This is an optimization exercise on Yosys and OpenROAD, whose aim is a short achievable clock period and few clock cycles, not a production implementation. In this exercise RTL edits were held to simulation tests only and were not proved equivalent to the original. Power is estimated from default activity; no workload was simulated.

== north ==
==> flow/design.v (excerpt) <==
module mips_top(clk, rst, imem_addr, imem_rdata, dmem_addr, dmem_wdata, dmem_we, dmem_rdata);
For scale: roughly 160 I/O pins, about 0.079 mm2 of cells after synthesis.
export LEC_CHECK = 0
export CAP_MARGIN = 20
export CORE_MARGIN = 2
export CORE_UTILIZATION = 40
export SETUP_SLACK_MARGIN = 5
export SLEW_MARGIN = 20
export SYNTH_HIERARCHICAL = 1
export SYNTH_MINIMUM_KEEP_SIZE = 0
create_clock -name core_clock -period 11.0 [get_ports {clk}]
standard.sh (not shown) runs the stock make flow with config.mk's settings and CLKGATE_MAP_FILE= SYNTH_SCRIPT=/design/flow/synth_recipe.tcl, a recipe that flattens the netlist after the stock synthesis.
==> flow/flow/run.sh <==
#!/bin/bash
set -euo pipefail
bash standard.sh SETUP_SLACK_MARGIN=7.5 ADDER_MAP_FILE= MATCH_CELL_FOOTPRINT=0 finish > make_finish.log 2>&1
Testbench counts of north, summed over its fixed seeds: cycles 43,448.
--- input diff north..south ---
--- a/flow/design.v
+++ b/flow/design.v
@@ -209,14 +209,13 @@
                ({32{e_s_link}} & e_pc4);
   wire [31:0] btarget;
   ks_add #(30) bt_add(.a(e_pc4[31:2]), .b(e_imm[29:0]), .cin(1'b0), .s(btarget[31:2]));
   assign btarget[1:0] = e_pc4[1:0];
   wire eq = (e_a == e_b);
   wire taken = e_beq ? eq : ~eq;
-  wire br_miss = (e_beq | e_bne) &
-                 ((e_ptaken & ~e_ptok) | (~e_off0 & (taken ? ~e_ptaken : e_ptaken)));
+  wire br_miss = (e_beq | e_bne) & ~e_off0 & (taken ? ~e_ptok : e_ptaken);
   wire jr_miss = e_jr & (e_a != e_pnpc);
   assign redirect = e_valid & (br_miss | jr_miss);
   assign rtarget = e_jr ? e_a : (taken ? btarget : e_pc4);
   always @(posedge clk) begin
     if (rst) begin
       d_valid <= 1'b0;
## What came out
The flow did not stop early for south: all stages ran, and the layout cleared the timing, design-rule and antenna checks.
Compared with north, in south final area went up; area after synthesis now sits at about the same level.
south vs north: clock-buffer cell count up
[compare] base=north new=south: die area barely changed, count of buffers not belonging to the clock network in the layout climbed 1.9%, least setup slack across all paths after layout climbed 0.016 ns, total power of the final layout climbed 1.0%, final instance count without filler cells barely changed.
Comparing south and north, the higher detailed-route wire length is on south.
Post-synthesis cell count of north is on par with south.
As far as overall die height is concerned, south and north perform about the same.
~same placed standard-cell area in south and north
Testbench counts of south, summed over its fixed seeds: cycles 43,448.


mips_top, a different RTL version from the one above (not shown whole).
Size in the first run: about 6800 cells after synthesis, ~80000 µm² of cells after synthesis.
## mips_top
module mips_top(clk, rst, imem_addr, imem_rdata, dmem_addr, dmem_wdata, dmem_we, dmem_rdata);
export LEC_CHECK = 0
export CAP_MARGIN = 20
export CORE_MARGIN = 2
export CORE_UTILIZATION = 40
export SETUP_SLACK_MARGIN = 5
export SLEW_MARGIN = 20
export SYNTH_HIERARCHICAL = 1
export SYNTH_MINIMUM_KEEP_SIZE = 0
create_clock -name core_clock -period 11.0 [get_ports {clk}]
==> flow/flow/run.sh <==
#!/bin/bash
set -euo pipefail
bash standard.sh SETUP_SLACK_MARGIN=7.5 ADDER_MAP_FILE= MATCH_CELL_FOOTPRINT=0 \
  "BUFFER_PORTS_ARGS=-buffer_cell sky130_fd_sc_hd__buf_4" finish > make_finish.log 2>&1
Testbench counts at the start, summed over its fixed seeds: cycles 43,285.
Next try:
--- a/flow/design.v
+++ b/flow/design.v
@@ -121,17 +121,17 @@
   output [31:0] rf_rs1, rf_rs2;
   input [31:0] rf_rd1, rf_rd2;
   output rf_we;
   output [4:0] rf_wa;
   output [31:0] rf_wd;
   reg d_valid, d_ptaken, d_ptok;
   reg [31:0] d_ins, d_pc4, d_pnpc, d_sel1, d_sel2;
   reg [4:0] d_rs, d_rt;
-  reg e_valid, e_wen, e_lw, e_sw, e_beq, e_bne, e_jr, e_fl, e_la, e_lb, e_ptaken, e_ptok, e_off0;
+  reg e_valid, e_wen, e_lw, e_sw, e_beq, e_bne, e_jr, e_fl, e_ptaken, e_ptok, e_off0;
   reg e_s_sum, e_s_diff, e_s_and, e_s_or, e_s_slt, e_s_link;
   reg [4:0] e_dest;
   reg [31:0] e_a, e_b, e_bi, e_pc4, e_pnpc, e_btarget;
   reg m_wen, m_lw, m_sw;
   reg [4:0] m_dest;
   reg [31:0] m_res, m_addr, m_wdata;
   wire redirect, stall;
   wire [31:0] pc, pc_n;
@@ -198,29 +198,26 @@
   wire fb_m = m_wen & (m_dest == drt);
   wire [31:0] res;
   wire [31:0] d_a_rf = fa_m ? rf_wd : rf_rd1;
   wire [31:0] d_b_rf = fb_m ? rf_wd : rf_rd2;
   wire [31:0] d_a = fa_e ? res : d_a_rf;
   wire [31:0] d_b = fb_e ? res : d_b_rf;
   wire [31:0] d_bi = (fb_e & ~d_uimm) ? res : (d_uimm ? simm : d_b_rf);
   wire d_sw_ld = d_sw & (drt == e_dest) & (drs != e_dest);
-  wire d_logic = d_s_and | d_s_or;
-  assign stall = d_valid & e_valid & e_lw & ~d_logic &
+  assign stall = d_valid & e_valid & e_lw &
                  ((d_use_rs & (drs == e_dest)) | (d_use_rt & (drt == e_dest) & ~d_sw_ld));
   wire [31:0] sum, diff;
   ks_add #(32) alu_add(.a(e_a), .b(e_bi), .cin(1'b0), .s(sum));
   ks_add #(32) alu_sub(.a(e_a), .b(~e_b), .cin(1'b1), .s(diff));
   wire lt = (e_a[31] != e_b[31]) ? e_a[31] : diff[31];
-  wire [31:0] la = e_la ? dmem_rdata : e_a;
-  wire [31:0] lb = e_lb ? dmem_rdata : e_bi;
   assign res = ({32{e_s_sum}} & sum) |
                ({32{e_s_diff}} & diff) |
-               ({32{e_s_and}} & (la & lb)) |
-               ({32{e_s_or}} & (la | lb)) |
+               ({32{e_s_and}} & (e_a & e_bi)) |
+               ({32{e_s_or}} & (e_a | e_bi)) |
                {31'b0, e_s_slt & lt} |
                ({32{e_s_link}} & e_pc4);
   wire eq = (e_a == e_b);
   wire taken = e_beq ? eq : ~eq;
   wire br_miss = (e_beq | e_bne) &
                  ((e_ptaken & ~e_ptok) | (~e_off0 & (taken ? ~e_ptaken : e_ptaken)));
   wire jr_miss = e_jr & (e_a != e_pnpc);
   assign redirect = e_valid & (br_miss | jr_miss);
@@ -257,18 +254,16 @@
     e_s_sum <= d_s_sum;
     e_s_diff <= d_s_diff;
     e_s_and <= d_s_and;
     e_s_or <= d_s_or;
     e_s_slt <= d_s_slt;
     e_s_link <= d_s_link;
     e_dest <= d_dest;
     e_fl <= e_valid & e_lw & d_sw_ld;
-    e_la <= e_valid & e_lw & d_logic & d_use_rs & (drs == e_dest);
-    e_lb <= e_valid & e_lw & d_logic & d_use_rt & (drt == e_dest);
     e_a <= d_a;
     e_b <= d_b;
     e_bi <= d_bi;
     e_pc4 <= d_pc4;
     e_btarget <= d_btarget;
     e_pnpc <= d_pnpc;
     e_ptaken <= d_ptaken;
     e_ptok <= d_ptok;
Hold slack gains 13 ps.
Final cell count fell by 0.70%.
Die area came out lower by 0.65%.
Core utilization barely changes.
Wire length shrinks by 10%.
Sequential share of layout area rose by 0.13 points.
Clock skew decreases by 12 ps.
Count of clock-buffer cells in the layout is unchanged.
Total power shrinks by 1.4%.
Area after synthesis went down by 0.65%.
Non-clock buffer count is lower by 29.
Testbench counts after the change, summed over its fixed seeds: cycles 43,448.

## afterwards: timing with drivers on the ports
The results above use ideal ports. As a check the final layouts listed here were re-extracted and re-timed, cells and wires unchanged. Step 1 sets driving cells, clkbuf_16 on the clock port and buf_2 on the other inputs (assumed; they add their load-dependent delay and slew). Step 2 times the ports against the registers' clock, not the clock port: input delays grow and output delays shrink by t, the midpoint of the rising clock arrivals with the driver on. Three values: no drivers, after step 1, after step 2; two values: the first two.
| run | shift t [ns] | setup WS [ns] | hold slack, ns | worst setup path at the end | latest minus earliest clock arrival (ns) |
|---|---|---|---|---|---|
| north | 0.917 | 7.418 / 7.337 / 6.579 | 0.327 / 0.327 / 0.327 | input to register | 0.072 / 0.072 |
| south | 0.893 | 7.434 / 7.353 / 6.642 | 0.323 / 0.323 / 0.323 | input to register | 0.070 / 0.071 |
| the first run of note 2 | 0.910 | 7.401 / 7.306 / 6.711 | 0.309 / 0.309 / 0.309 | input to register | 0.106 / 0.106 |
| the second run of note 2 | 0.914 | 7.455 / 7.379 / 6.796 | 0.322 / 0.322 / 0.322 | input to register | 0.067 / 0.068 |
After both steps setup and hold are still met in every run listed. The setup slack of north, which loses most, moves by -0.081 ns with the drivers and by -0.839 ns with both steps.
